Context: an optimization exercise on an open-source flow, tuned for small area. The choices shown serve that exercise and are no tape-out recipe. RTL that was checked went through simulation tests only; none was proved equivalent to the original. Only the layout flow was run in runs 2 and 3; the RTL was not checked for function there. No activity file was given, so power comes from the tool's default toggle rates.

==> config.mk <==
export PLATFORM = sky130hd
export DESIGN_NAME = main
export DESIGN_NICKNAME = main
export VERILOG_FILES = /design/flow/design.v
export SDC_FILE = /design/flow/constraint.sdc
export NUM_CORES = 8
export LEC_CHECK = 0
export ABC_AREA = 1
export CAP_MARGIN = 20
export CORE_MARGIN = 2
export CORE_UTILIZATION = 40
export CTS_BUF_LIST = sky130_fd_sc_hd__clkbuf_8
export CTS_CLUSTER_DIAMETER = 80
export CTS_CLUSTER_SIZE = 16
export SLEW_MARGIN = 20
==> constraint.sdc <==
create_clock -name core_clock -period 150.0 [get_ports {clk_100M}]
set_input_delay 30.0000 -clock core_clock [delete_from_list [all_inputs] [get_ports {clk_100M}]]
set_output_delay 30.0000 -clock core_clock [all_outputs]
set_load 0.01 [all_outputs]
==> design.v <==
`timescale 10 ns/1 ns
module div(
  input clk,
  input rst,
  input st_a,
  input st_c,
  input low_0,             
  input low_1,
  input [19:0] mc_0,       
  input [19:0] mc_1,
  input [27:0] fh_0,       
  input [27:0] fh_1,
  input [6:0] duty_0,      
  input [6:0] duty_1,
  input [26:0] differ,     
  input conv,              
  input [2:0] row,         
  output reg [31:0] dec
);
localparam [27:0] FREQ_NUM = 28'd500_000;
function [31:0] inc(input [31:0] x, input ci);
    integer i;
    reg c;
    begin
        c = ci;
        for (i = 0; i < 32; i = i + 1) begin
            inc[i] = x[i] ^ c;
            c = c & x[i];
        end
    end
endfunction
reg [4:0] step;
wire last = (step == 5'd27);
always @(posedge clk)
    step <= (st_a | last | ~rst) ? 5'd0 : inc({27'd0, step}, 1'b1);
reg [1:0] dstate;
reg mode_0, mode_1;
always @(posedge clk or negedge rst) begin
    if (!rst)
        dstate <= 2'd3;
    else if (st_a)
        dstate <= 2'd0;
    else if (last & ~dstate[1])
        dstate <= {dstate[0], ~dstate[0]};
end
always @(posedge clk) begin
    if (st_a) begin
        mode_0 <= low_0;
        mode_1 <= low_1;
    end
end
wire div_0 = (dstate == 2'd0) & mode_0;
wire div_1 = (dstate == 2'd1) & mode_1;
reg [18:0] rem;
reg [19:0] dvs;
localparam [27:0] NUM_REV = 28'h0485e00;
wire abit = NUM_REV[step];
wire [19:0] r = {rem, abit};
reg [19:0] diff;
reg nb;
integer k;
always @(*) begin
    nb = 1'b1;
    for (k = 0; k < 20; k = k + 1) begin
        diff[k] = r[k] ^ ~dvs[k] ^ nb;
        nb = (r[k] & ~dvs[k]) | (r[k] & nb) | (~dvs[k] & nb);
    end
end
wire qb = (div_0 | div_1) & nb & (|diff);
reg [27:0] s0, s1, s2;
reg [6:0] s3, s4;
wire next_div = last & (dstate == 2'd0);
always @(posedge clk) begin
    rem <= (st_a | next_div) ? 19'd0 : qb ? diff[18:0] : r[18:0];
    if (st_a)
        dvs <= mc_0;
    else if (next_div)
        dvs <= {s1[18:0], s1[27]};       
    s0 <= st_a ? fh_0 : {s0[26:0], div_0 ? qb : s0[27]};
    s1 <= st_a ? (low_1 ? {8'd0, mc_1} : fh_1) : {s1[26:0], div_1 ? qb : s1[27]};
    s2 <= st_c ? {differ[24:0], 1'b0, differ[26:25]} : {s2[26:0], s2[27]};
    s3 <= st_a ? duty_0 : {s3[5:0], s3[6]};
    s4 <= st_a ? duty_1 : {s4[5:0], s4[6]};
end
reg cbusy;
always @(posedge clk or negedge rst) begin
    if (!rst)
        cbusy <= 0;
    else if (last)
        cbusy <= conv;
end
wire late = step[4] & (step[3] | (step[2] & (step[1] | step[0])));    
reg src;
always @(*) begin
    case (row)
        3'd0: src = s0[27];
        3'd1: src = late & s3[6];
        3'd2: src = s1[27];
        3'd3: src = late & s4[6];
        default: src = s2[27];
    endcase
end
wire shown = ~(dstate[1] & dstate[0]);
wire bit_in = shown & src;
function [3:0] add3(input [3:0] d);
    begin
        add3[3] = d[3] | (d[2] & d[0]) | (d[2] & d[1]);
        add3[2] = (d[3] & d[0]) | (d[2] & ~d[1] & ~d[0]);
        add3[1] = (d[3] & ~d[0]) | (~d[2] & d[1]) | (d[1] & d[0]);
        add3[0] = (d[3] & ~d[0]) | (~d[3] & ~d[2] & d[0]) | (d[2] & d[1] & ~d[0]);
    end
endfunction
reg [31:0] adj;
integer i;
always @(*) begin
    for (i = 0; i < 8; i = i + 1)
        adj[4*i +: 4] = add3(dec[4*i +: 4]);
end
always @(posedge clk) begin
    if (cbusy)
        dec <= (step == 5'd0) ? {31'd0, bit_in} : {adj[30:0], bit_in};
end
endmodule
`timescale 10 ns/1 ns
module frequency
(
  input clk, rst,
  input sig,             
  input rise,            
  input clk_1Hz,
  input gate_pulse,
  output [27:0] fhigh_nx,      
  output reg [19:0] mc,
  output low_nx,               
  output [6:0] duty_nx         
);
function [31:0] inc(input [31:0] x, input ci);
    integer i;
    reg c;
    begin
        c = ci;
        for (i = 0; i < 32; i = i + 1) begin
            inc[i] = x[i] ^ c;
            c = c & x[i];
        end
    end
endfunction
reg [31:0] counter;
wire [31:0] counter_inc = inc(counter, 1'b1);
always @(posedge clk)
    counter <= (rise | ~rst) ? 32'd0 : counter_inc;
always @(posedge clk or negedge rst) begin
    if (!rst)
        mc <= 0;
    else if (rise)
        mc <= {|counter[31:19], counter[18:0]};
end
reg last_1Hz;
reg [27:0] freq_count;
wire gate_edge = rise & ~last_1Hz & clk_1Hz;
wire [27:0] freq_count_inc = inc({4'd0, freq_count}, rise);
always @(posedge clk)
    freq_count <= (gate_edge | ~rst) ? 28'd0 : freq_count_inc;
always @(posedge clk or negedge rst) begin
    if (!rst)
        last_1Hz <= 0;
    else if (rise)
        last_1Hz <= clk_1Hz;
end
reg [27:0] fhigh;
assign fhigh_nx = gate_edge ? freq_count : fhigh;
always @(posedge clk or negedge rst) begin
    if (!rst)
        fhigh <= 0;
    else
        fhigh <= fhigh_nx;
end
reg low_ok;
reg low;
wire mc_ge_500 = (|mc[19:9]) | (&mc[8:4] & (mc[3] | mc[2]));
wire fh_le_1000 = ~(|fhigh[27:10]) &
                  ~(&fhigh[9:5] & (fhigh[4] | fhigh[3] & (|fhigh[2:0])));
assign low_nx = low ? low_ok : fh_le_1000;
always @(posedge clk or negedge rst) begin
    if (!rst) begin
        low_ok <= 0;
        low <= 1;
    end
    else begin
        low_ok <= mc_ge_500;
        low <= low_nx;
    end
end
reg [12:0] cnt;
reg [6:0] quo;
reg [12:0] lim;    
reg [6:0] base;    
always @(*) begin
    casez (quo)
        7'b??????0: begin base = 7'd1;  lim = 13'd4999; end
        7'b?????01: begin base = 7'd2;  lim = 13'd5000; end
        7'b????011: begin base = 7'd4;  lim = 13'd5002; end
        7'b???0111: begin base = 7'd8;  lim = 13'd5006; end
        7'b??01111: begin base = 7'd16; lim = 13'd5014; end
        7'b?011111: begin base = 7'd32; lim = 13'd5030; end
        default:    begin base = 7'd64; lim = 13'd5062; end
    endcase
end
wire hit = sig & (cnt == lim);
wire [12:0] cnt_inc = inc({19'd0, cnt}, sig);
wire [6:0] quo_inc = inc({25'd0, quo}, hit);
reg [6:0] duty;
assign duty_nx = gate_pulse ? quo : duty;
always @(posedge clk) begin
    duty <= duty_nx;
    cnt <= gate_pulse ? 13'd0 : hit ? {6'd0, base} : cnt_inc;
    quo <= gate_pulse ? 7'd0 : quo_inc;
end
endmodule
`timescale 10 ns/1 ns
`timescale 10 ns/1 ns
module time_difference(
    input clk,
    input rst,
    input rise0,
    input rise1,
    output reg [26:0] differ
);
reg count_en, last_en;
always @(posedge clk or negedge rst) begin
    if (!rst) begin
        count_en <= 0;
        last_en <= 0;
    end
    else begin
        if (rise0)
            count_en <= 1;
        else if (rise1)
            count_en <= 0;
        last_en <= count_en;
    end
end
reg [26:0] counter;
reg [26:0] inc;
reg c;
integer i;
always @(*) begin
    c = 1'b1;
    for (i = 0; i < 27; i = i + 1) begin
        inc[i] = counter[i] ^ c;
        c = c & counter[i];
    end
end
wire capture = last_en & ~count_en;
always @(posedge clk)
    counter <= count_en ? inc : 27'd0;
always @(posedge clk or negedge rst) begin
    if (!rst)
        differ <= 0;
    else if (capture)
        differ <= counter;
end
endmodule
`timescale 10 ns/1 ns
module RAM_set(
    input [4:0] code,
    input [2:0] col,
    input [2:0] line,
    output pix
);
reg [7:0] bits;
always @(*) begin
    case ({code, col})
        {5'd0, 3'd1}: bits = 8'b00111110;   
        {5'd0, 3'd2}: bits = 8'b01010001;   
        {5'd0, 3'd3}: bits = 8'b01001001;   
        {5'd0, 3'd4}: bits = 8'b01000101;   
        {5'd0, 3'd5}: bits = 8'b00111110;   
        {5'd1, 3'd2}: bits = 8'b01000010;   
        {5'd1, 3'd3}: bits = 8'b01111111;   
        {5'd1, 3'd4}: bits = 8'b01000000;   
        {5'd2, 3'd1}: bits = 8'b01000010;   
        {5'd2, 3'd2}: bits = 8'b01100001;   
        {5'd2, 3'd3}: bits = 8'b01010001;   
        {5'd2, 3'd4}: bits = 8'b01001001;   
        {5'd2, 3'd5}: bits = 8'b01000110;   
        {5'd3, 3'd1}: bits = 8'b00100010;   
        {5'd3, 3'd2}: bits = 8'b01000001;   
        {5'd3, 3'd3}: bits = 8'b01001001;   
        {5'd3, 3'd4}: bits = 8'b01001001;   
        {5'd3, 3'd5}: bits = 8'b00110110;   
        {5'd4, 3'd1}: bits = 8'b00011000;   
        {5'd4, 3'd2}: bits = 8'b00010100;   
        {5'd4, 3'd3}: bits = 8'b00010010;   
        {5'd4, 3'd4}: bits = 8'b01111111;   
        {5'd4, 3'd5}: bits = 8'b00010000;   
        {5'd5, 3'd1}: bits = 8'b00100111;   
        {5'd5, 3'd2}: bits = 8'b01000101;   
        {5'd5, 3'd3}: bits = 8'b01000101;   
        {5'd5, 3'd4}: bits = 8'b01000101;   
        {5'd5, 3'd5}: bits = 8'b00111001;   
        {5'd6, 3'd1}: bits = 8'b00111110;   
        {5'd6, 3'd2}: bits = 8'b01001001;   
        {5'd6, 3'd3}: bits = 8'b01001001;   
        {5'd6, 3'd4}: bits = 8'b01001001;   
        {5'd6, 3'd5}: bits = 8'b00110010;   
        {5'd7, 3'd1}: bits = 8'b01100001;   
        {5'd7, 3'd2}: bits = 8'b00010001;   
        {5'd7, 3'd3}: bits = 8'b00001001;   
        {5'd7, 3'd4}: bits = 8'b00000101;   
        {5'd7, 3'd5}: bits = 8'b00000011;   
        {5'd8, 3'd1}: bits = 8'b00110110;   
        {5'd8, 3'd2}: bits = 8'b01001001;   
        {5'd8, 3'd3}: bits = 8'b01001001;   
        {5'd8, 3'd4}: bits = 8'b01001001;   
        {5'd8, 3'd5}: bits = 8'b00110110;   
        {5'd9, 3'd1}: bits = 8'b00100110;   
        {5'd9, 3'd2}: bits = 8'b01001001;   
        {5'd9, 3'd3}: bits = 8'b01001001;   
        {5'd9, 3'd4}: bits = 8'b01001001;   
        {5'd9, 3'd5}: bits = 8'b00111110;   
        {5'd10, 3'd1}: bits = 8'b01111111;   
        {5'd10, 3'd2}: bits = 8'b00001001;   
        {5'd10, 3'd3}: bits = 8'b00001001;   
        {5'd10, 3'd4}: bits = 8'b00001001;   
        {5'd10, 3'd5}: bits = 8'b00000001;   
        {5'd11, 3'd2}: bits = 8'b00110110;   
        {5'd11, 3'd3}: bits = 8'b00110110;   
        {5'd12, 3'd1}: bits = 8'b01111111;   
        {5'd12, 3'd2}: bits = 8'b00001000;   
        {5'd12, 3'd3}: bits = 8'b00001000;   
        {5'd12, 3'd4}: bits = 8'b00001000;   
        {5'd12, 3'd5}: bits = 8'b01111111;   
        {5'd13, 3'd1}: bits = 8'b01100001;   
        {5'd13, 3'd2}: bits = 8'b01010001;   
        {5'd13, 3'd3}: bits = 8'b01001001;   
        {5'd13, 3'd4}: bits = 8'b01000101;   
        {5'd13, 3'd5}: bits = 8'b01000011;   
        {5'd14, 3'd1}: bits = 8'b01111111;   
        {5'd14, 3'd2}: bits = 8'b01000001;   
        {5'd14, 3'd3}: bits = 8'b01000001;   
        {5'd14, 3'd4}: bits = 8'b01000001;   
        {5'd14, 3'd5}: bits = 8'b00111110;   
        {5'd15, 3'd1}: bits = 8'b00111111;   
        {5'd15, 3'd2}: bits = 8'b01000000;   
        {5'd15, 3'd3}: bits = 8'b01000000;   
        {5'd15, 3'd4}: bits = 8'b01000000;   
        {5'd15, 3'd5}: bits = 8'b00111111;   
        {5'd16, 3'd1}: bits = 8'b00000001;   
        {5'd16, 3'd2}: bits = 8'b00000001;   
        {5'd16, 3'd3}: bits = 8'b01111111;   
        {5'd16, 3'd4}: bits = 8'b00000001;   
        {5'd16, 3'd5}: bits = 8'b00000001;   
        {5'd17, 3'd1}: bits = 8'b00000011;   
        {5'd17, 3'd2}: bits = 8'b00000100;   
        {5'd17, 3'd3}: bits = 8'b01111000;   
        {5'd17, 3'd4}: bits = 8'b00000100;   
        {5'd17, 3'd5}: bits = 8'b00000011;   
        {5'd18, 3'd1}: bits = 8'b01111111;   
        {5'd18, 3'd2}: bits = 8'b01000000;   
        {5'd18, 3'd3}: bits = 8'b01000000;   
        {5'd18, 3'd4}: bits = 8'b01000000;   
        {5'd18, 3'd5}: bits = 8'b01000000;   
        {5'd19, 3'd1}: bits = 8'b00100110;   
        {5'd19, 3'd2}: bits = 8'b01001001;   
        {5'd19, 3'd3}: bits = 8'b01001001;   
        {5'd19, 3'd4}: bits = 8'b01001001;   
        {5'd19, 3'd5}: bits = 8'b00110010;   
        default: bits = 8'b0;
    endcase
end
assign pix = bits[line];
endmodule
`timescale 10 ns/1 ns
module vga_char_display(
    input clk,
    input rst,
    input [31:0] dec,      
    output st_a,
    output st_c,
    output conv,           
    output [2:0] row,      
    output [3:0] r,
    output [3:0] g,
    output [3:0] b,
    output reg hs,
    output reg vs
);
function [7:0] inc8(input [7:0] x);
    integer i;
    reg c;
    begin
        c = 1'b1;
        for (i = 0; i < 8; i = i + 1) begin
            inc8[i] = x[i] ^ c;
            c = c & x[i];
        end
    end
endfunction
reg [1:0] ph;
always @(posedge clk or negedge rst) begin
    if (!rst)
        ph <= 0;
    else
        ph <= {ph[1] ^ ph[0], ~ph[0]};
end
wire ce_25M = (ph == 2'd0);
reg [6:0] hg;
reg [2:0] hc;
reg [5:0] vg;
reg [3:0] vl;
wire h_sync = (&hg[6:1]) | (~|hg[6:4] & ~(hg[3] & hg[2])) |
              ((hg == 7'd12) & ~hc[2] & ~hc[1]);
wire h_last = (hg == 7'd112) & (hc == 3'd5);                    
wire h_first = (hg == 7'd126) & (hc == 3'd4);                   
wire v_sync = (vg == 6'd2) & ~vl[3] & ~(vl[2] & (vl[1] | vl[0]));  
wire v_last = (vg == 6'd60) & (vl == 4'd5);                     
always @(posedge clk or negedge rst) begin
    if (!rst) begin
        hg <= 7'd126;
        hc <= 3'd4;
        hs <= 0;
    end
    else if (ce_25M) begin
        if (h_last) begin
            hg <= 7'd126;
            hc <= 3'd4;
        end
        else begin
            hs <= ~h_sync;
            if (hc == 3'd6) begin
                hc <= 0;
                hg <= inc8({1'b0, hg});
            end
            else
                hc <= inc8({5'd0, hc});
        end
    end
end
wire hs_fall = ce_25M & hs & h_sync;
always @(posedge clk or negedge rst) begin
    if (!rst) begin
        vg <= 6'd2;
        vl <= 4'd3;
        vs <= 0;
    end
    else if (hs_fall) begin
        if (v_last) begin
            vg <= 6'd2;
            vl <= 4'd3;
        end
        else begin
            vs <= ~v_sync;
            if (vl == 4'd8) begin
                vl <= 0;
                vg <= inc8({2'b0, vg});
            end
            else
                vl <= inc8({4'd0, vl});
        end
    end
end
wire at_wrap = h_first & hs & v_last;      
assign st_a = ce_25M & h_last & v_last;
assign st_c = at_wrap & (ph == 2'd3);
assign conv = ~hg[6] & ~hg[5];             
assign row = vg[2:0];
wire in_row = (vg[5:3] == 3'b100) & ~(vg[2] & (vg[1] | vg[0])) & (vl != 4'd8);
wire [3:0] ci = hg[3:0];
wire in_col = (hg[6:4] == 3'b100) & ~(hg[3] & hg[2]);
reg [3:0] digit;
always @(*) begin
    case (ci)
        4'd2: digit = dec[31:28];
        4'd3: digit = dec[27:24];
        4'd4: digit = dec[23:20];
        4'd5: digit = row[0] ? dec[7:4] : dec[19:16];
        4'd6: digit = row[0] ? dec[3:0] : dec[15:12];
        4'd7: digit = dec[11:8];
        4'd8: digit = dec[7:4];
        default: digit = dec[3:0];
    endcase
end
reg [4:0] code;
always @(*) begin
    code = 5'd31;
    if (row[0]) begin    
        case (ci)
            4'd0: code = 5'd14;
            4'd1: code = 5'd15;
            4'd2: code = 5'd16;
            4'd3: code = 5'd17;
            4'd4: code = 5'd11;
            4'd5: code = {1'b0, digit};
            4'd6: code = {1'b0, digit};
            default: code = 5'd31;
        endcase
    end
    else begin           
        case (ci)
            4'd0: code = row[2] ? 5'd14 : 5'd10;
            4'd1: code = 5'd11;
            4'd10: code = row[2] ? 5'd18 : 5'd12;
            4'd11: code = row[2] ? 5'd19 : 5'd13;
            default: code = {1'b0, digit};
        endcase
    end
end
wire pix;
RAM_set CG(
    .code(code),
    .col(hc),
    .line(vl[2:0]),
    .pix(pix)
);
wire lit = pix & in_row & in_col;
assign r = {4{lit}};
assign g = {4{lit}};
assign b = {4{lit}};
endmodule
`timescale 10 ns/1 ns
module main
(
  input clk_100M,
  input rst,
  input sign_in_0,
  input sign_in_1,
  output [3:0] r,
  output [3:0] g,
  output [3:0] b,
  output hs,
  output vs
);
reg [17:0] clk_count;
reg clk_1Hz;
wire gate_end = (clk_count == 18'd159_553);
always @(posedge clk_100M)
    clk_count <= (gate_end | ~rst) ? 18'd0 : {clk_count[16:0], ~(clk_count[17] ^ clk_count[10])};
always @(posedge clk_100M or negedge rst) begin
    if (!rst)
        clk_1Hz <= 1;
    else if (gate_end)
        clk_1Hz <= ~clk_1Hz;
end
wire gate_pulse = clk_1Hz & (clk_count == 18'd1);
reg s0_d1, s0_d2, s1_d1, s1_d2;
always @(posedge clk_100M or negedge rst) begin
    if (!rst) begin
        s0_d1 <= 0;
        s0_d2 <= 1;
        s1_d1 <= 0;
        s1_d2 <= 1;
    end
    else begin
        s0_d1 <= sign_in_0;
        s0_d2 <= s0_d1;
        s1_d1 <= sign_in_1;
        s1_d2 <= s1_d1;
    end
end
wire rise_0 = s0_d1 & ~s0_d2;
wire rise_1 = s1_d1 & ~s1_d2;
wire [27:0] fhigh_0, fhigh_1;
wire [19:0] mc_0, mc_1;
wire low_0, low_1;
wire [6:0] duty_0, duty_1;
frequency FreQ_0(
    .clk(clk_100M),
    .rst(rst),
    .sig(s0_d1),
    .rise(rise_0),
    .clk_1Hz(clk_1Hz),
    .gate_pulse(gate_pulse),
    .fhigh_nx(fhigh_0),
    .mc(mc_0),
    .low_nx(low_0),
    .duty_nx(duty_0)
);
frequency FreQ_1(
    .clk(clk_100M),
    .rst(rst),
    .sig(s1_d1),
    .rise(rise_1),
    .clk_1Hz(clk_1Hz),
    .gate_pulse(gate_pulse),
    .fhigh_nx(fhigh_1),
    .mc(mc_1),
    .low_nx(low_1),
    .duty_nx(duty_1)
);
wire [26:0] differ;
time_difference P_D(
    .clk(clk_100M),
    .rst(rst),
    .rise0(rise_0),
    .rise1(rise_1),
    .differ(differ)
);
wire st_a, st_c, conv;
wire [2:0] row;
wire [31:0] dec;
div CV(
    .clk(clk_100M),
    .rst(rst),
    .st_a(st_a),
    .st_c(st_c),
    .low_0(low_0),
    .low_1(low_1),
    .mc_0(mc_0),
    .mc_1(mc_1),
    .fh_0(fhigh_0),
    .fh_1(fhigh_1),
    .duty_0(duty_0),
    .duty_1(duty_1),
    .differ(differ),
    .conv(conv),
    .row(row),
    .dec(dec)
);
vga_char_display VGA(
    .clk(clk_100M),
    .rst(rst),
    .dec(dec),
    .st_a(st_a),
    .st_c(st_c),
    .conv(conv),
    .row(row),
    .r(r),
    .g(g),
    .b(b),
    .hs(hs),
    .vs(vs)
);
endmodule
==> flow/run.sh <==
#!/bin/bash
# Layout flow: the standard flow (standard.sh) with three changes:
#  - synthesis maps the logic with an area-oriented ABC script
#    (abc_area.script here) in place of ORFS's, which buffers and upsizes
#    for speed; the registers are the standard synthesis's;
#  - the port buffers are sky130_fd_sc_hd__buf_1 cells;
#  - clock tree synthesis uses clkbuf_8 cells in clusters of up to 16 sinks
#    and inserts no dummy loads.
# Each step's full output is in synth.log and layout.log here, and ORFS's
# own logs are under orfs/logs.
set -euo pipefail
here=$(pwd)
rm -rf "$here/scripts_own"
mkdir -p "$here/scripts_own"
cp -r "$FLOW_HOME/scripts/." "$here/scripts_own/"
cp "$here/flow/abc_area.script" "$here/scripts_own/abc_area.script"
export SCRIPTS_DIR="$here/scripts_own"
bash standard.sh synth > "$here/synth.log" 2>&1
bash standard.sh \
  "BUFFER_PORTS_ARGS=-buffer_cell sky130_fd_sc_hd__buf_1" \
  "CTS_ARGS=-sink_clustering_enable -repair_clock_nets -buf_list sky130_fd_sc_hd__clkbuf_8 -sink_clustering_size 16 -sink_clustering_max_diameter 80 -dont_use_dummy_load" \
  finish > "$here/layout.log" 2>&1
==> flow/abc_area.script <==
strash
dch -f
amap
==> standard.sh <==
#!/bin/bash
# synth_recipe.tcl (not shown) runs the flow's synth.tcl, then flattens the netlist and writes it again
# the make line also repeats each setting of config.mk as NAME=value (left out here)
make -C /OpenROAD-flow-scripts/flow DESIGN_CONFIG=/design/flow/config.mk WORK_HOME=/design/flow/orfs CLKGATE_MAP_FILE= SYNTH_SCRIPT=/design/flow/synth_recipe.tcl "${@:-finish}"
==> flow_summary.toml, run 1 <==
[placed_design]
place.port_buffers = 17
dp_hpwl_um = 31600
pre_cts_ws_ns = 114.07
gp_congestion = 0.843

[synth]
synth_fa_ha_area_frac = 0.130
muxShareOfSynthArea = 0
synth-compound-area-share = 0.158
synth_top_family_by_area = "compound AO/OA/AOI/OAI gates"
synth_top_flop_cell = "dfxtp_1"
synth-simple-area-share = 0.134
synth_area_sq_um = 23200
synth_xor_area_frac = 0.000378
avgSynthCellArea_sq_um = 10.7
yosysUniqueCellTypes = 55
synth_top_area_frac = 0.295
synth.net_count = 2397
synthArstFlopShare = 0.292
ys_warn_count = 6
ys_ff_latch = 558
syn_inst = 2164
synth_edf_count = 54
synth_area_leaders = "dfxtp_1 29%, dfrtp_1 16%, ha_1 11%"
ys_seq_area_frac = 0.541
synth_top_cell_by_area = "dfxtp_1"

[clock_network]
h-tree-depth = 2
post_cts_resized = 0
cts_made_buffers = 41
clock-root-buffer = "clkbuf_8"
hold_buffers = 0
tritoncts = "built"
clock_sinks = 558
cts_setup_buffers = 0
clk_pin_slew_ns = 0.10
clock_latency_ns = 0.64
clockBufferDepth = 3

[routing]
drt-vias-per-instance = 5.30
wl_per_cell_um = 15.5
num_vias = 15900
first_iter_violations = 981
route.met2.wl_um = 22300
met3_length_um = 1340
drtPass1Iterations = 5
wirelength_um = 46400
routed.top_layer = "met4"
m1WireLength_um = 22000
drc = 0
antenna_left = 0

[layout]
post-route-util = 0.434
drive_above_1_share = 0.0430
insertedDiodeCount = 0
areaGrowthSynthToFinish_pct = 7.56
nets = 2470

[floorplan]
dieArea_sq_um = 59900
rows = 88
io_pins = 18
fp.dieH_um = 245
fp.dieW_um = 245
start_util = 0.403
core_area_sq_um = 57500

[global_route]
grt_pass1_vias = 16100
antenna_found_initial = 0
grt_max_degree = 99
overflow = 0
grt_pass1_wl_um = 79900
grtUsageTotal = 0.158

[sta]
skew_ns = 0.0651
min_period_over_period = 0.244
max_slew_margin = 0.319
setup-tns-final_ns = 0
finalMaxSlewViolations = 0
setup_viol = 0
fmax_ghz = 0.0273
fin_ws_ns = 113.35
tightest_slew_ns = 1.02
rsz0062_at_grt = "no"
min_period_ns = 36.65
hold_violations = 0

[status]
status = "timing/DRC/antenna clean"

[setup_path]
end_kind = "output pin"
critPathMaxFanout = 16
start_kind = "flip-flop"
worst_ep_required_time_ns = 120.00
arrival_ns = 6.65
timing_worst_setup_path_type = "flip-flop to output pin"

[min_path]
worstHoldPathType = "flip-flop to flip-flop"

[pwr]
vdd_ir_drop_max_v = 0.00000713
power_uw = 266
power-per-cell-area_nw_per_um2 = 10.7
leakagePower_nw = 11.2

[flow_run]
cap_violations = 0
-- critical path: stages, from the launching register on --
cell and delay (ns):
dfstp_2 0.58, clkinv_1 0.11, ha_1 0.20, clkinv_1 0.07, nor2_1 0.08, nor2_1 0.27, nand3_1 0.20, nor2_1 0.24
a21oi_1 0.12, or2_0 0.21, a41oi_1 0.22, buf_4 0.25, clkinv_1 0.42, nor2_1 0.44, nand2_1 0.12, a311oi_1 0.28
a21oi_1 0.10, o221a_1 0.22, nor3_1 0.19, a31oi_1 0.06, a221o_1 0.34, nor2b_1 0.17, nor3b_1 0.16, nor4bb_2 0.72
buf_1 0.23
-- final timing paths --
path | from | end | slack (ns) | cells past startpoint
setup / recovery | VGA.hg[1]$_DFFE_PN1P_ | b[2] | 113.35 | 24
hold / removal | P_D.count_en$_DFFE_PN0P_ | P_D.last_en$_DFF_PN0_ | 0.41 | 0
setup reg to reg | CV.step[0]$_SDFF_PP0_ | CV.rem[15]$_SDFF_PP0_ | 138.41 | 28
hold reg to reg | P_D.count_en$_DFFE_PN0P_ | P_D.last_en$_DFF_PN0_ | 0.41 | 0
max in group asynchronous | rst | FreQ_1.last_1Hz$_DFFE_PN0P_ | 118.37 | 3
min in group asynchronous | rst | FreQ_0.fhigh[6]$_DFF_PN0_ | 29.45 | 1
-- synth_stat cells, drive strengths merged, types with 4 or more instances --
| library cell | count |
|---|---|
| a2111oi | 6 |
| a211oi | 21 |
| a21oi | 115 |
| a221oi | 25 |
| a22o | 28 |
| a22oi | 39 |
| a31oi | 11 |
| a32o | 8 |
| and3 | 124 |
| buf | 12 |
| clkinv | 200 |
| dfrtp | 146 |
| dfstp | 17 |
| dfxtp | 341 |
| edfxtp | 54 |
| fa | 19 |
| ha | 210 |
| nand2 | 106 |
| nand3 | 23 |
| nand4 | 22 |
| nor2 | 227 |
| nor2b | 53 |
| nor3 | 40 |
| nor4 | 21 |
| o211ai | 4 |
| o21ai | 69 |
| o221ai | 6 |
| o22a | 89 |
| o22ai | 61 |
| o32ai | 9 |
| or2 | 7 |
| or3 | 6 |
| or4 | 5 |
-- metal layers --
layer | up-vias | global-route usage
li1 | 8028 | -
met3 | 52 | 0.0237
met1 | 7646 | 0.213
met2 | 160 | 0.268
met5 | - | 0
met4 | 0 | 0.0387
-- where the power goes --
group | internal, mW | switching, mW | total, mW | leakage (nW)
sequential | 0.160 | 0.00492 | 0.165 | 5.29
combinational | 0.0137 | 0.0177 | 0.0314 | 5.65
clock | 0.0246 | 0.0452 | 0.0698 | 0.295
-- flip-flops by register name, indices dropped and copies added, names as in the netlist, 13 cells and up --
register and count:
CV.dec 32, FreQ_0.counter 32, FreQ_1.counter 32, CV.s0 28
CV.s1 28, CV.s2 28, FreQ_0.fhigh 28, FreQ_0.freq_count 28
FreQ_1.fhigh 28, FreQ_1.freq_count 28, P_D.counter 27, P_D.differ 27
CV.dvs 20, FreQ_0.mc 20, FreQ_1.mc 20, CV.rem 19
clk_count 18, FreQ_0.cnt 13, FreQ_1.cnt 13
-- per-stage QoR --
stage          hold WS [ns]  instances  area [sq um]
2_1_floorplan         0.361       2164         23200
3_3_place_gp          0.387       2959         24400
3_5_place_dp          0.387       2959         24400
4_1_cts               0.411       3000         24900
5_1_grt               0.440       3000         24900
6_report              0.411       3000         24900
-- cells by family (layout without fill, tap and decap cells) --
logic type                 after synthesis  in the layout
adders and majority gates              229            229
xor gates and xnor gates                 1              1
buffers and inverters                  212            283
AOI/OAI and AO/OA                      523            523
DFF                                    558            558
and+or+nand+nor                        641            641
-- cell type report --
type / instances / area [sq um]
inverter: 200 / 751
tap: 765 / 957
clock buffer: 41 / 564
sequential: 558 / 12500
multi-input combinational: 1394 / 9850
fill: 5546 / 32500
timing repair buffer: 42 / 255
-- layout by cell type, fill, tap and decap left out, types with 11 or more instances in the layout --
| cell type | synthesis | final |
|---|---|---|
| a221oi_1 | 25 | 25 |
| nor2b_1 | 53 | 52 |
| and3_1 | 124 | 123 |
| dfstp_2 | 17 | 17 |
| clkbuf_8 | 0 | 41 |
| fa_1 | 19 | 19 |
| o22a_1 | 89 | 89 |
| dfrtp_1 | 146 | 146 |
| nand2_1 | 106 | 106 |
| clkinv_1 | 200 | 200 |
| a22oi_1 | 39 | 39 |
| a211oi_1 | 21 | 21 |
| ha_1 | 210 | 210 |
| dfxtp_1 | 341 | 341 |
| nand3_1 | 23 | 22 |
| a31oi_1 | 11 | 11 |
| edfxtp_1 | 54 | 54 |
| nor2_1 | 227 | 227 |
| buf_1 | 0 | 16 |
| a22o_1 | 28 | 28 |
| a21oi_1 | 115 | 115 |
| o21ai_0 | 69 | 69 |
| nor4_1 | 21 | 19 |
| nand4_1 | 22 | 22 |
| o22ai_1 | 61 | 61 |
| nor3_1 | 40 | 38 |
| buf_4 | 12 | 25 |
==> run 2: changes to the inputs <==
--- a/design.v
+++ b/design.v
@@ -46,6 +46,4 @@
 always @(posedge clk) begin
-    if (st_a) begin
-        mode_0 <= low_0;
-        mode_1 <= low_1;
-    end
+    mode_0 <= (st_a & low_0) | (~st_a & mode_0);
+    mode_1 <= (st_a & low_1) | (~st_a & mode_1);
 end
@@ -74,6 +72,4 @@
     rem <= (st_a | next_div) ? 19'd0 : qb ? diff[18:0] : r[18:0];
-    if (st_a)
-        dvs <= mc_0;
-    else if (next_div)
-        dvs <= {s1[18:0], s1[27]};       
+    dvs <= ({20{st_a}} & mc_0) | ({20{next_div}} & {s1[18:0], s1[27]}) |    
+           ({20{~st_a & ~next_div}} & dvs);
     s0 <= st_a ? fh_0 : {s0[26:0], div_0 ? qb : s0[27]};
@@ -119,4 +115,4 @@
 always @(posedge clk) begin
-    if (cbusy)
-        dec <= (step == 5'd0) ? {31'd0, bit_in} : {adj[30:0], bit_in};
+    dec <= ({32{cbusy & (step != 5'd0)}} & {adj[30:0], 1'b0}) | {31'd0, cbusy & bit_in} |
+           ({32{~cbusy}} & dec);
 end
@@ -151,8 +147,5 @@
     counter <= (rise | ~rst) ? 32'd0 : counter_inc;
-always @(posedge clk or negedge rst) begin
-    if (!rst)
-        mc <= 0;
-    else if (rise)
-        mc <= {|counter[31:19], counter[18:0]};
-end
+wire hold = ~rise & rst;
+always @(posedge clk)
+    mc <= ({20{rise}} & {|counter[31:19], counter[18:0]}) | ({20{hold}} & mc);
 reg last_1Hz;
@@ -170,9 +163,5 @@
 reg [27:0] fhigh;
-assign fhigh_nx = gate_edge ? freq_count : fhigh;
-always @(posedge clk or negedge rst) begin
-    if (!rst)
-        fhigh <= 0;
-    else
-        fhigh <= fhigh_nx;
-end
+assign fhigh_nx = ({28{gate_edge}} & freq_count) | ({28{~gate_edge & rst}} & fhigh);
+always @(posedge clk)
+    fhigh <= fhigh_nx;
 reg low_ok;
@@ -212,3 +201,3 @@
 reg [6:0] duty;
-assign duty_nx = gate_pulse ? quo : duty;
+assign duty_nx = ({7{gate_pulse}} & quo) | ({7{~gate_pulse}} & duty);
 always @(posedge clk) begin
@@ -256,8 +245,4 @@
     counter <= count_en ? inc : 27'd0;
-always @(posedge clk or negedge rst) begin
-    if (!rst)
-        differ <= 0;
-    else if (capture)
-        differ <= counter;
-end
+always @(posedge clk)
+    differ <= ({27{capture}} & counter) | ({27{~capture & rst}} & differ);
 endmodule
==> flow_summary.toml, run 2 <==
[status]
status = "timing/DRC/antenna clean"

[synth]
syn_inst = 2260
synth_most_common_cell = "dfxtp_1"
avgSynthCellArea_sq_um = 9.93
synth_area_sq_um = 22500
ys_seq_area_frac = 0.509
synth_edf_count = 3
yosys-top-cells-count = "515 x dfxtp_1, 279 x clkinv_1, 252 x nor2_1, 210 x ha_1, 159 x nor2b_1"
synth_top_flop_cell = "dfxtp_1"
yosysUniqueCellTypes = 55
synth_top_area_frac = 0.459
ys_ff_latch = 558
synth.net_count = 2493
synthArstFlopShare = 0.0717
synth_area_leaders = "dfxtp_1 46%, ha_1 12%, clkinv_1 4.7%"
synth_top_cell_by_area = "dfxtp_1"
ys_warn_count = 6

[flow_run]
cap_violations = 0

[clock_network]
clock_latency_ns = 0.64
hold_buffers = 0
h-tree-depth = 2
post_cts_resized = 0
clockBufferDepth = 3
clk_pin_slew_ns = 0.10
tritoncts = "built"
clock-root-buffer = "clkbuf_8"
cts_setup_buffers = 0
cts_made_buffers = 42
clock_sinks = 558

[global_route]
grt_pass1_vias = 15500
grt_pass1_wl_um = 76000
overflow = 0
grtUsageTotal = 0.157
grt_max_degree = 108
antenna_found_initial = 0

[layout]
nets = 2565
insertedDiodeCount = 0
fin_area_sq_um = 24200
final_common_cell = "dfxtp_1"
drive_above_1_share = 0.0399
layout_common_cells = "515 x dfxtp_1, 279 x clkinv_1, 249 x nor2_1, 210 x ha_1, 159 x nor2b_1"
stdcell_count = 3078
largestRegisters = "FreQ_0.counter x32, FreQ_1.counter x32, CV.dec x31"
areaGrowthSynthToFinish_pct = 7.69
post-route-util = 0.437

[routing]
antenna_left = 0
drc = 0
num_vias = 16000
routed.top_layer = "met4"
drt-vias-per-instance = 5.19
m1WireLength_um = 21200
wirelength_um = 44600
drtPass1Iterations = 5
wl_per_cell_um = 14.5
first_iter_violations = 961
route.met2.wl_um = 20900
met3_length_um = 1410

[setup_path]
critPathMaxFanout = 15
worst_ep_required_time_ns = 120.00
crit_top_cell = "clkinv_1"
r2r_slack_ns = 137.79
crit_path_top_delay_cell = "o22ai_1"
r2r-start = "CV.step[1]$_SDFF_PP0_"
crit_path_max_incr_delay_ns = 0.76
start_kind = "flip-flop"
cpLargestDelayFamily = "simple AND/OR/NAND/NOR gates"
crit_start = "VGA.hg[1]$_DFFE_PN1P_"
end_kind = "output pin"
timing_worst_setup_path_type = "flip-flop to output pin"
arrival_ns = 7.14
reg2reg_to = "CV.s1[0]$_DFF_P_"
ff2ff_path_depth = 32
crit_chain = "clkinv_1, ha_1, clkinv_1, nor2_1, nor2_1, nand3_1, nor3_1, clkinv_1, o22ai_1, a21oi_1, o22ai_1, clkinv_1, nor2_1, o21ai_0, o21ai_0, o221ai_1, o41ai_1, nand2_1, o21ai_0, nand2_1, and2_0, nor3b_1, nor4b_2, buf_1"
cp_num_buf_inv = 5

[sta]
setup_viol = 0
tightest_slew_ns = 0.997
fin_ws_ns = 112.86
skew_ns = 0.0620
finalMaxSlewViolations = 0
hold_violations = 0
fmax_ghz = 0.0269
setup-tns-final_ns = 0
max_slew_margin = 0.334
min_period_ns = 37.14
rsz0062_at_grt = "no"
fin_hold_ws_ns = 0.380
min_period_over_period = 0.248

[placed_design]
placedCellCount = 3035
placed_cell_area_sq_um = 23600
gp_congestion = 0.865
dp_hpwl_um = 31400
pre_cts_ws_ns = 113.64
place.port_buffers = 17

[floorplan]
core_area_sq_um = 55300
start_util = 0.406
dieArea_sq_um = 58000
fp.dieW_um = 241
rows = 86
fp.dieH_um = 241
io_pins = 18

[pwr]
power_uw = 233
leakagePower_nw = 10.3
power-per-cell-area_nw_per_um2 = 9.66
vdd_ir_drop_max_v = 0.00000691

[min_path]
hold-path-endpoint = "clk_count[2]$_SDFF_PP0_"
hp-start = "clk_count[1]$_SDFF_PP0_"
worstHoldPathType = "flip-flop to flip-flop"
holdPathStages = 2
-- run 2: cells by family (layout without fill, tap and decap cells) --
kind of cell | Yosys count | after routing | synth area share
and+or+nand+nor | 640 | 640 | 0.139
buffers and inverters | 291 | 361 | 0.0507
DFF | 558 | 558 | 0.509
adders and majority gates | 229 | 229 | 0.134
AOI/OAI and AO/OA | 541 | 541 | 0.167
xor gates and xnor gates | 1 | 1 | 0.000390
-- run 2: worst min-delay path, stage by stage (launching register included) --
cell      delay [ns]
dfxtp_1         0.30
clkinv_1        0.05
nor2_1          0.04
-- run 2: how the worst max path moves through the flow --
stage           end  slack (ns)  cells after the start
2_1_floorplan  b[0]      113.80                     27
3_3_place_gp   b[0]      113.71                     24
3_5_place_dp   g[1]      113.64                     24
4_1_cts        g[1]      112.91                     24
5_1_grt        b[2]      112.10                     24
6_report       g[1]      112.86                     24
-- run 2: power by group --
part           internal [mW]  leakage (nW)  total (mW)  switching [mW]
logic                0.00400          5.28      0.0102         0.00623
registers              0.151          4.67       0.153         0.00185
clock network         0.0252         0.302      0.0702          0.0449
total                  0.180          10.3       0.233          0.0530
-- run 2: final cells by class --
type / instances / area (sq um)
fill: 5350 / 31100
sequential: 558 / 11400
multi-input combinational: 1411 / 9930
inverter: 279 / 1050
tap: 748 / 936
clock buffer: 42 / 578
timing repair buffer: 40 / 258
-- run 2: routing by layer --
layer	global-route usage	vias up
met5	0	-
met4	0.0479	0
met3	0.0209	64
met2	0.266	245
met1	0.209	7498
li1	-	8181
==> run 3: changes to the inputs <==
--- a/design.v
+++ b/design.v
@@ -51,4 +51,6 @@
 wire div_1 = (dstate == 2'd1) & mode_1;
-reg [18:0] rem;
-reg [19:0] dvs;
+reg [6:0] rem_hi;
+wire [18:0] rem = {rem_hi, dec[31:20]};
+wire rem_sel = st_a | ~dstate[1];      
+wire [19:0] dvs = dec[19:0];
 localparam [27:0] NUM_REV = 28'h0485e00;
@@ -70,6 +72,5 @@
 wire next_div = last & (dstate == 2'd0);
+wire [18:0] rem_nx = (st_a | next_div) ? 19'd0 : qb ? diff[18:0] : r[18:0];
 always @(posedge clk) begin
-    rem <= (st_a | next_div) ? 19'd0 : qb ? diff[18:0] : r[18:0];
-    dvs <= ({20{st_a}} & mc_0) | ({20{next_div}} & {s1[18:0], s1[27]}) |    
-           ({20{~st_a & ~next_div}} & dvs);
+    rem_hi <= rem_nx[18:12];
     s0 <= st_a ? fh_0 : {s0[26:0], div_0 ? qb : s0[27]};
@@ -115,4 +116,8 @@
 always @(posedge clk) begin
-    dec <= ({32{cbusy & (step != 5'd0)}} & {adj[30:0], 1'b0}) | {31'd0, cbusy & bit_in} |
-           ({32{~cbusy}} & dec);
+    dec[19:0] <= ({20{cbusy & (step != 5'd0)}} & {adj[18:0], 1'b0}) | {19'd0, cbusy & bit_in} |
+                 ({20{st_a}} & mc_0) | ({20{next_div}} & {s1[18:0], s1[27]}) |  
+                 ({20{~cbusy & ~st_a & ~next_div}} & dec[19:0]);
+    dec[31:20] <= ({12{cbusy & (step != 5'd0)}} & adj[30:19]) |
+                  ({12{rem_sel}} & rem_nx[11:0]) |
+                  ({12{~cbusy & ~rem_sel}} & dec[31:20]);
 end
@@ -402,46 +407,32 @@
 wire v_last = (vg == 6'd60) & (vl == 4'd5);                     
+wire h_en = ce_25M | ~rst;                  
+wire h_ld = h_last | ~rst;                  
+wire hc_wr = (hc == 3'd6);
+wire [6:0] hg_nx = h_ld ? 7'd126 : hc_wr ? inc8({1'b0, hg}) : hg;
+wire [2:0] hc_nx = h_ld ? 3'd4 : hc_wr ? 3'd0 : inc8({5'd0, hc});
+always @(posedge clk) begin
+    hg <= ({7{h_en}} & hg_nx) | ({7{~h_en}} & hg);
+    hc <= ({3{h_en}} & hc_nx) | ({3{~h_en}} & hc);
+end
 always @(posedge clk or negedge rst) begin
-    if (!rst) begin
-        hg <= 7'd126;
-        hc <= 3'd4;
+    if (!rst)
         hs <= 0;
-    end
-    else if (ce_25M) begin
-        if (h_last) begin
-            hg <= 7'd126;
-            hc <= 3'd4;
-        end
-        else begin
-            hs <= ~h_sync;
-            if (hc == 3'd6) begin
-                hc <= 0;
-                hg <= inc8({1'b0, hg});
-            end
-            else
-                hc <= inc8({5'd0, hc});
-        end
-    end
+    else if (ce_25M & ~h_last)
+        hs <= ~h_sync;
 end
 wire hs_fall = ce_25M & hs & h_sync;
+wire v_en = hs_fall | ~rst;
+wire v_ld = v_last | ~rst;
+wire vl_wr = (vl == 4'd8);
+wire [5:0] vg_nx = v_ld ? 6'd2 : vl_wr ? inc8({2'b0, vg}) : vg;
+wire [3:0] vl_nx = v_ld ? 4'd3 : vl_wr ? 4'd0 : inc8({4'd0, vl});
+always @(posedge clk) begin
+    vg <= ({6{v_en}} & vg_nx) | ({6{~v_en}} & vg);
+    vl <= ({4{v_en}} & vl_nx) | ({4{~v_en}} & vl);
+end
 always @(posedge clk or negedge rst) begin
-    if (!rst) begin
-        vg <= 6'd2;
-        vl <= 4'd3;
+    if (!rst)
         vs <= 0;
-    end
-    else if (hs_fall) begin
-        if (v_last) begin
-            vg <= 6'd2;
-            vl <= 4'd3;
-        end
-        else begin
-            vs <= ~v_sync;
-            if (vl == 4'd8) begin
-                vl <= 0;
-                vg <= inc8({2'b0, vg});
-            end
-            else
-                vl <= inc8({4'd0, vl});
-        end
-    end
+    else if (hs_fall & ~v_last)
+        vs <= ~v_sync;
 end
@@ -450,3 +441,3 @@
 assign st_c = at_wrap & (ph == 2'd3);
-assign conv = ~hg[6] & ~hg[5];             
+assign conv = ~hg[6] & ~hg[5] & vg[5] & ~vg[4] & ~vg[3];    
 assign row = vg[2:0];
==> flow_summary.toml, run 3 <==
[sta]
finalMaxSlewViolations = 0
max_slew_margin = 0.323
skew_ns = 0.0623
min_period_ns = 36.79
fmax_ghz = 0.0272
hold_violations = 0
setup-tns-final_ns = 0
rsz0062_at_grt = "no"
setup_viol = 0
tightest_slew_ns = 1.00
fin_ws_ns = 113.21
min_period_over_period = 0.245

[flow_run]
cap_violations = 0

[floorplan]
dieArea_sq_um = 56100
fp.dieW_um = 237
io_pins = 18
start_util = 0.404
rows = 85
fp.dieH_um = 237
core_area_sq_um = 53700

[layout]
areaGrowthSynthToFinish_pct = 7.46
nets = 2434
final_common_cell = "dfxtp_1"
largestRegisters = "CV.dec x32, FreQ_0.counter x32, FreQ_1.counter x32"
layout_common_cells = "484 x dfxtp_1, 241 x nor2_1, 210 x ha_1, 200 x clkinv_1, 158 x nor2b_1"
drive_above_1_share = 0.0373
fillers = 5142

[clock_network]
clk_pin_slew_ns = 0.10
cts_made_buffers = 39
post_cts_resized = 0
clockBufferDepth = 3
clock-root-buffer = "clkbuf_8"
hold_buffers = 0
cts_setup_buffers = 0
tritoncts = "built"
clock_latency_ns = 0.62
h-tree-depth = 2
clock_sinks = 526

[synth]
synth_edf_count = 22
syn_inst = 2131
yosys-top-cells-count = "484 x dfxtp_1, 244 x nor2_1, 210 x ha_1, 201 x clkinv_1, 159 x nor2b_1"
avgSynthCellArea_sq_um = 10.2
synth_top_cell_by_area = "dfxtp_1"
ys_ff_latch = 526
synthArstFlopShare = 0.0380
synth_area_leaders = "dfxtp_1 45%, ha_1 12%, nor2b_1 4.6%"
synth_area_sq_um = 21700
synth_top_flop_cell = "dfxtp_1"
synth_top_area_frac = 0.446
yosysUniqueCellTypes = 51
synth.net_count = 2364
ys_seq_area_frac = 0.500
synth_most_common_cell = "dfxtp_1"
ys_warn_count = 6

[routing]
wl_per_cell_um = 15.8
m1WireLength_um = 21900
wirelength_um = 45600
routed.top_layer = "met4"
first_iter_violations = 1134
drtPass1Iterations = 5
route.met2.wl_um = 21000
antenna_left = 0
drt-vias-per-instance = 5.45
num_vias = 15800
met3_length_um = 1770
drc = 0

[min_path]
holdPathStages = 0
hp-start = "P_D.count_en$_DFFE_PN0P_"
worstHoldPathType = "flip-flop to flip-flop"

[setup_path]
ff2ff_path_depth = 33
worst_ep_required_time_ns = 120.00
r2r-start = "CV.step[0]$_SDFF_PP0_"
crit_top_cell = "nor2_1"
end_kind = "output pin"
timing_worst_setup_path_type = "flip-flop to output pin"
arrival_ns = 6.79
crit_path_max_incr_delay_ns = 0.73
crit_path_top_delay_cell = "a2111oi_0"
start_kind = "flip-flop"
critPathMaxFanout = 15

[pwr]
vdd_ir_drop_max_v = 0.00000525
power_uw = 259
power-per-cell-area_nw_per_um2 = 11.1
leakagePower_nw = 9.62

[placed_design]
place.port_buffers = 17
dp_hpwl_um = 32500
pre_cts_ws_ns = 113.97
gp_congestion = 0.907

[global_route]
grt_pass1_vias = 15400
grtUsageTotal = 0.164
antenna_found_initial = 1
grt_max_degree = 86
overflow = 0
grt_pass1_wl_um = 77300

[status]
status = "timing/DRC/antenna clean"
==> run 3: through the flow <==
stage	instance area, sq um	instances	utilization	hold slack (ns)
2_1_floorplan	21700	2131	-	0.361
3_3_place_gp	22800	2855	0.424	0.361
3_5_place_dp	22800	2855	0.424	0.375
4_1_cts	23300	2894	0.434	0.399
5_1_grt	23300	2896	0.434	0.409
6_report	23300	2896	0.434	0.392
==> run 3: layout make-up <==
type                            count  area (sq um)  area share
Tap cell                          696           871      0.0373
Multi-Input combinational cell   1392         10000       0.431
Clock buffer                       39           537      0.0230
Antenna cell                        1          2.50    0.000107
Sequential cell                   526         10900       0.466
Inverter                          201           754      0.0323
Timing Repair Buffer               41           258      0.0110
==> run 3: final timing paths <==
kind	to	slack, ns
setup / recovery	g[2]	113.21
hold / removal	P_D.last_en$_DFF_PN0_	0.39
setup reg to reg	CV.dec[20]$_DFF_P_	139.82
hold reg to reg	P_D.last_en$_DFF_PN0_	0.39
max in group asynchronous	FreQ_1.low$_DFF_PN1_	120.20
min in group asynchronous	FreQ_1.low_ok$_DFF_PN0_	29.42
==> run 3: cells by family (layout without fill, tap and decap cells) <==
kind of cell	count (synthesis)	in the layout	share of synthesized area
other	0	1	0
buffers and inverters	213	281	0.0389
xor gates and xnor gates	2	2	0.000807
adders and majority gates	229	229	0.139
AOI/OAI and AO/OA	570	570	0.187
and+or+nand+nor	591	591	0.134
DFF	526	526	0.500
==> run 3: layer usage <==
| layer | global-route usage | vias to the layer above |
|---|---|---|
| met1 | 0.223 | 7477 |
| li1 | - | 7913 |
| met3 | 0.0221 | 71 |
| met2 | 0.273 | 313 |
| met4 | 0.0441 | 0 |
| met5 | 0 | - |
==> run 3: report_power, final <==
| part | internal (mW) | switching (mW) |
|---|---|---|
| Combinational | 0.0164 | 0.0238 |
| Clock | 0.0235 | 0.0423 |
| Sequential | 0.147 | 0.00611 |
| Total | 0.187 | 0.0723 |
==> run 3: critical path, delay by kind of cell (launching register included) <==
family                   cells  cell delay, ns
AO/OA/AOI/OAI                9            1.95
adder cells (fa/ha/maj)      1            0.15
AND/OR/NAND/NOR             12            2.41
buffers and inverters        6            1.23
flip-flops                   1            0.45
==> run 4: changes to the inputs <==
--- a/design.v
+++ b/design.v
@@ -46,4 +46,6 @@
 always @(posedge clk) begin
-    mode_0 <= (st_a & low_0) | (~st_a & mode_0);
-    mode_1 <= (st_a & low_1) | (~st_a & mode_1);
+    if (st_a) begin
+        mode_0 <= low_0;
+        mode_1 <= low_1;
+    end
 end
@@ -413,4 +415,6 @@
 always @(posedge clk) begin
-    hg <= ({7{h_en}} & hg_nx) | ({7{~h_en}} & hg);
-    hc <= ({3{h_en}} & hc_nx) | ({3{~h_en}} & hc);
+    if (h_en) begin
+        hg <= hg_nx;
+        hc <= hc_nx;
+    end
 end
@@ -429,4 +433,6 @@
 always @(posedge clk) begin
-    vg <= ({6{v_en}} & vg_nx) | ({6{~v_en}} & vg);
-    vl <= ({4{v_en}} & vl_nx) | ({4{~v_en}} & vl);
+    if (v_en) begin
+        vg <= vg_nx;
+        vl <= vl_nx;
+    end
 end
==> flow_summary.toml, run 4 <==
[synth]
yosys-top-cells-count = "484 x dfxtp_1, 234 x nor2_1, 210 x ha_1, 198 x clkinv_1, 162 x nor2b_1"
synthArstFlopShare = 0.0380
yosysUniqueCellTypes = 51
synth_top_cell_by_area = "dfxtp_1"
synth_area_sq_um = 21600
synth_most_common_cell = "dfxtp_1"
syn_inst = 2148
synth.net_count = 2381
ys_ff_latch = 526
synth_area_leaders = "dfxtp_1 45%, ha_1 12%, nor2b_1 4.7%"
ys_warn_count = 6
synth_edf_count = 22
synth_top_flop_cell = "dfxtp_1"
ys_seq_area_frac = 0.502
synth_top_area_frac = 0.448
avgSynthCellArea_sq_um = 10.1

[layout]
nets = 2450
largestRegisters = "CV.dec x32, FreQ_0.counter x32, FreQ_1.counter x32"
areaGrowthSynthToFinish_pct = 7.49
post-route-util = 0.434
final_common_cell = "dfxtp_1"
fillers = 5214
layout_common_cells = "484 x dfxtp_1, 232 x nor2_1, 210 x ha_1, 197 x clkinv_1, 160 x nor2b_1"
drive_above_1_share = 0.0375

[clock_network]
clock-root-buffer = "clkbuf_8"
cts_made_buffers = 40
h-tree-depth = 2
post_cts_resized = 0
hold_buffers = 0
clockBufferDepth = 3
clk_pin_slew_ns = 0.10
cts_setup_buffers = 0
clock_latency_ns = 0.64
tritoncts = "built"
clock_sinks = 526

[global_route]
grt_pass1_wl_um = 76700
antenna_found_initial = 1
use_met2 = 0.266
grt_pass1_vias = 15200
overflow = 0
top_usage_layer = "met2"
use_met3 = 0.0303
use_met1 = 0.226
grtUsageTotal = 0.165
grt_max_degree = 77

[sta]
max_slew_margin = 0.282
rsz0062_at_grt = "no"
hold_violations = 0
setup_viol = 0
skew_ns = 0.0609
fin_hold_ws_ns = 0.394
fmax_ghz = 0.0273
min_period_ns = 36.66
setup-tns-final_ns = 0
min_period_over_period = 0.244
tightest_slew_ns = 1.07
finalMaxSlewViolations = 0
fin_ws_ns = 113.35

[setup_path]
critPathMaxFanout = 18
end_kind = "output pin"
start_kind = "flip-flop"
crit_path_max_incr_delay_ns = 0.62
arrival_ns = 6.65
cpLargestDelayFamily = "compound AO/OA/AOI/OAI gates"
worst_ep_required_time_ns = 120.00
timing_worst_setup_path_type = "flip-flop to output pin"
cp_num_buf_inv = 6
crit_path_top_delay_cell = "nor4_2"

[pwr]
power-per-cell-area_nw_per_um2 = 10.1
leakagePower_nw = 9.67
clkPwrFrac = 0.285
comb_power_share = 0.090
p_switching_uw = 58.7
intPower_uw = 176
vdd_ir_drop_max_v = 0.00000579
seq_power_share = 0.625
p_sw_frac = 0.250

[floorplan]
start_util = 0.404
fp.dieW_um = 237
rows = 85
dieArea_sq_um = 56000
io_pins = 18
core_area_sq_um = 53600
fp.dieH_um = 237

[routing]
wirelength_um = 46000
antenna_left = 0
drt-vias-per-instance = 5.35
drtPass1Iterations = 6
wl_per_cell_um = 15.8
first_iter_violations = 1115
num_vias = 15600
drc = 0

[min_path]
worstHoldPathType = "flip-flop to flip-flop"

[placed_design]
dp_hpwl_um = 32800
pre_cts_ws_ns = 113.99
gp_congestion = 0.872
place.port_buffers = 17

[status]
status = "timing/DRC/antenna clean"

[flow_run]
cap_violations = 0
-- run 4: cell types whose count changed after synthesis, sizes merged, moves of 7 or more --
| cell | delta |
|---|---|
| nor2 | -10 |
| o22ai | -20 |
| o221ai | +8 |
| nand2 | +41 |
| o21ai | +26 |
| a22o | -7 |
| a222oi | -9 |
-- run 4: through the flow --
step | std cells | area (sq um) | power (mW)
CTS | 2911 | 23200 | 0.238
global route | 2912 | 23300 | 0.247
global placement | 2871 | 22700 | 0.171
detailed placement | 2871 | 22700 | 0.171
finish | 2912 | 23300 | 0.235
floorplan | 2148 | 21600 | 0.165
-- run 4: final timing paths --
kind                                     startpoint                           to  slack, ns  cells past startpoint
hold reg to reg            P_D.count_en$_DFFE_PN0P_        P_D.last_en$_DFF_PN0_       0.39                      0
setup reg to reg              CV.step[0]$_SDFF_PP0_           CV.dec[24]$_DFF_P_     139.98                     33
min in group asynchronous                       rst  FreQ_0.last_1Hz$_DFFE_PN0P_      29.41                      2
setup / recovery            VGA.hg[0]$_SDFFCE_PP0P_                         r[0]     113.35                     26
hold / removal             P_D.count_en$_DFFE_PN0P_        P_D.last_en$_DFF_PN0_       0.39                      0
max in group asynchronous                       rst              s1_d1$_DFF_PN0_     120.22                      2
-- run 4: cell families after synthesis --
family / share of synthesized area
simple gates: 0.142
compound gates: 0.179
flops: 0.502
fa+ha+maj: 0.139
buf+inv: 0.0385
-- run 4: area by class of cell --
class                           instances  area [sq um]  area share
Tap cell                              696           871      0.0375
Antenna cell                            1          2.50    0.000108
Multi-Input combinational cell       1412          9990       0.430
Clock buffer                           40           551      0.0237
Timing Repair Buffer                   39           230     0.00990
Inverter                              198           743      0.0320
Sequential cell                       526         10900       0.467
-- run 4: layer usage --
metal  wire length (um)  vias up
met5                  0        -
met3               2090       75
met2              20500      302
li1                   -     7848
met4               1080        0
met1              22300     7346
-- run 4: power groups by stage --
stage	combinational (mW)	clock (mW)	sequential (mW)
2_1_floorplan	0.0153	0	0.149
3_3_place_gp	0.0208	0	0.150
3_5_place_dp	0.0209	0	0.150
4_1_cts	0.0211	0.0703	0.147
5_1_grt	0.0243	0.0752	0.147
6_report	0.0211	0.0668	0.147
==> run 5: changes to the inputs <==
--- a/flow/run.sh
+++ b/flow/run.sh
@@ -6,3 +6,3 @@
 #  - the port buffers are sky130_fd_sc_hd__buf_1 cells;
-#  - clock tree synthesis uses clkbuf_8 cells in clusters of up to 16 sinks
+#  - clock tree synthesis uses clkbuf_8 cells in clusters of up to 18 sinks
 #    and inserts no dummy loads.
@@ -20,3 +20,3 @@
   "BUFFER_PORTS_ARGS=-buffer_cell sky130_fd_sc_hd__buf_1" \
-  "CTS_ARGS=-sink_clustering_enable -repair_clock_nets -buf_list sky130_fd_sc_hd__clkbuf_8 -sink_clustering_size 16 -sink_clustering_max_diameter 80 -dont_use_dummy_load" \
+  "CTS_ARGS=-sink_clustering_enable -repair_clock_nets -buf_list sky130_fd_sc_hd__clkbuf_8 -sink_clustering_size 18 -sink_clustering_max_diameter 80 -dont_use_dummy_load" \
   finish > "$here/layout.log" 2>&1
--- a/config.mk
+++ b/config.mk
@@ -13,3 +13,3 @@
 export CTS_CLUSTER_DIAMETER = 80
-export CTS_CLUSTER_SIZE = 16
+export CTS_CLUSTER_SIZE = 18
 export SLEW_MARGIN = 20
==> flow_summary.toml, run 5 <==
[clock_network]
clock-root-buffer = "clkbuf_8"
post_cts_resized = 0
clk_pin_slew_ns = 0.11
cts_setup_buffers = 0
clockBufferDepth = 3
clock_sinks = 526
hold_buffers = 0
h-tree-depth = 2
cts_made_buffers = 36
tritoncts = "built"
clock_latency_ns = 0.62

[routing]
routed.top_layer = "met4"
drtPass1Iterations = 6
wirelength_um = 46000
route.met2.wl_um = 20700
met3_length_um = 1920
m1WireLength_um = 22300
num_vias = 15500
wl_per_cell_um = 15.8
antenna_left = 0
drc = 0
drt-vias-per-instance = 5.34
first_iter_violations = 1026

[layout]
drive_above_1_share = 0.0357
areaGrowthSynthToFinish_pct = 7.24
final_common_cell = "dfxtp_1"
nets = 2446
layout_common_cells = "484 x dfxtp_1, 232 x nor2_1, 210 x ha_1, 197 x clkinv_1, 160 x nor2b_1"
largestRegisters = "CV.dec x32, FreQ_0.counter x32, FreQ_1.counter x32"
post-route-util = 0.433

[synth]
synth.net_count = 2381
synth_area_sq_um = 21600
syn_inst = 2148
synth_most_common_cell = "dfxtp_1"
synth_area_leaders = "dfxtp_1 45%, ha_1 12%, nor2b_1 4.7%"
synth_top_cell_by_area = "dfxtp_1"
synth_edf_count = 22
avgSynthCellArea_sq_um = 10.1
yosysUniqueCellTypes = 51
synthArstFlopShare = 0.0380
ys_ff_latch = 526
synth_top_flop_cell = "dfxtp_1"
ys_warn_count = 6
ys_seq_area_frac = 0.502
synth_top_area_frac = 0.448
yosys-top-cells-count = "484 x dfxtp_1, 234 x nor2_1, 210 x ha_1, 198 x clkinv_1, 162 x nor2b_1"

[setup_path]
crit_path_end = "r[0]"
worst_ep_required_time_ns = 120.00
r2r-start = "CV.step[0]$_SDFF_PP0_"
ff2ff_path_depth = 33
crit_path_max_incr_delay_ns = 0.62
crit_path_top_delay_cell = "nor4_2"
crit_start = "VGA.hg[0]$_SDFFCE_PP0P_"
critPathMaxFanout = 18
end_kind = "output pin"
timing_worst_setup_path_type = "flip-flop to output pin"
cp_num_buf_inv = 6
crit_cells = 26
start_kind = "flip-flop"
arrival_ns = 6.62
reg2reg_to = "CV.dec[24]$_DFF_P_"
r2r_slack_ns = 140.03
cpLargestDelayFamily = "compound AO/OA/AOI/OAI gates"

[pwr]
seq_power_share = 0.633
power-per-cell-area_nw_per_um2 = 10.0
clkPwrFrac = 0.277
vdd_ir_drop_max_v = 0.00000468
comb_power_share = 0.091
p_sw_frac = 0.251
intPower_uw = 174
power_uw = 232
leakagePower_nw = 9.64
p_switching_uw = 58.3

[global_route]
overflow = 0
grt_max_degree = 77
grt_pass1_vias = 15200
antenna_found_initial = 1
grt_pass1_wl_um = 76800
grtUsageTotal = 0.165

[sta]
setup-tns-final_ns = 0
setup_viol = 0
tightest_slew_ns = 1.07
max_slew_margin = 0.282
fmax_ghz = 0.0273
fin_hold_ws_ns = 0.397
skew_ns = 0.0888
finalMaxSlewViolations = 0
min_period_ns = 36.62
rsz0062_at_grt = "no"
min_period_over_period = 0.244
hold_violations = 0

[floorplan]
core_area_sq_um = 53600
fp.dieW_um = 237
rows = 85
dieArea_sq_um = 56000
start_util = 0.404
io_pins = 18
fp.dieH_um = 237

[placed_design]
gp_congestion = 0.872
dp_hpwl_um = 32800
place.port_buffers = 17

[status]
status = "timing/DRC/antenna clean"

[min_path]
hp-start = "P_D.count_en$_DFFE_PN0P_"
worstHoldPathType = "flip-flop to flip-flop"

[flow_run]
cap_violations = 0
==> run 5: area by class of cell <==
type | instances | area [sq um]
fillers | 5215 | 30400
flip-flops and latches | 526 | 10900
multi-input cells | 1412 | 9990
well taps | 696 | 871
inverters | 198 | 743
clock buffers | 36 | 495
repair buffers | 39 | 230
diodes | 1 | 2.50
==> run 5: cells by family after synthesis <==
| family | Yosys count | share of synthesized area |
|---|---|---|
| buffers and inverters | 210 | 0.0385 |
| AO/OA/AOI/OAI | 554 | 0.179 |
| adder cells (fa/ha/maj) | 229 | 0.139 |
| AND/OR/NAND/NOR | 629 | 0.142 |
| flip-flops | 526 | 0.502 |
==> run 5: per-layer routing <==
layer | vias up | GRT usage
met2 | 288 | 0.269
met4 | 0 | 0.0522
met1 | 7319 | 0.226
met3 | 61 | 0.0248
met5 | - | 0
li1 | 7847 | -
==> run 5: worst min-delay path by stage <==
| stage | end | slack [ns] | cells after the start |
|---|---|---|---|
| floorplan | P_D.last_en$_DFF_PN0_ | 0.36 | 0 |
| finish | P_D.last_en$_DFF_PN0_ | 0.40 | 0 |
| global route | P_D.last_en$_DFF_PN0_ | 0.42 | 0 |
| detailed placement | P_D.last_en$_DFF_PN0_ | 0.37 | 0 |
| global placement | P_D.last_en$_DFF_PN0_ | 0.37 | 0 |
| CTS | P_D.last_en$_DFF_PN0_ | 0.40 | 0 |
==> run 5: worst reg2reg max path: cells and delay by family (launching register included) <==
kind,cells,cell delay (ns)
AND/OR/NAND/NOR,2,0.27
buffers and inverters,4,0.81
AO/OA/AOI/OAI,6,1.14
adder cells (fa/ha/maj),21,7.25
flip-flops,1,0.37
==> run 5: power by group through the flow <==
stage,clock [mW],sequential (mW),combinational (mW)
2_1_floorplan,0,0.149,0.0153
3_3_place_gp,0,0.150,0.0208
3_5_place_dp,0,0.150,0.0209
4_1_cts,0.0675,0.147,0.0211
5_1_grt,0.0723,0.147,0.0243
6_report,0.0642,0.147,0.0211
==> run 5: metrics by stage <==
stage,area (sq um),setup slack (ns),instances
6_report,23200,113.38,2908
2_1_floorplan,21600,113.81,2148
3_5_place_dp,22700,113.99,2871
5_1_grt,23200,112.73,2908
4_1_cts,23200,113.37,2907
3_3_place_gp,22700,114.11,2871

## port drivers added, routing unchanged
How much do the figures lean on ideal ports? The routed layouts below were timed once more, with nothing changed but the port constraints. Step 1 sets driving cells, clkbuf_16 on the clock port and buf_2 on the other inputs (assumed; they add their load-dependent delay and slew). Step 2 times the ports against the registers' clock, not the clock port: input delays grow and output delays shrink by t, the midpoint of the rising clock arrivals with the driver on. Slacks: ideal / step 1 / step 2; pairs: ideal / step 1.
run	t, ns	slack for setup (ns)	clock arrival spread, ns	slew at the worst register clock pin (ns)
run 1	0.657	113.354 / 113.301 / 113.959	0.066 / 0.067	0.10 / 0.10
run 2	0.660	112.859 / 112.806 / 113.466	0.062 / 0.062	0.10 / 0.10
run 3	0.641	113.212 / 113.157 / 113.799	0.063 / 0.063	0.11 / 0.11
run 4	0.660	113.345 / 113.289 / 113.950	0.062 / 0.063	0.10 / 0.10
run 5	0.631	113.376 / 113.325 / 113.956	0.089 / 0.089	0.11 / 0.11
After both steps every run listed still meets setup and hold.
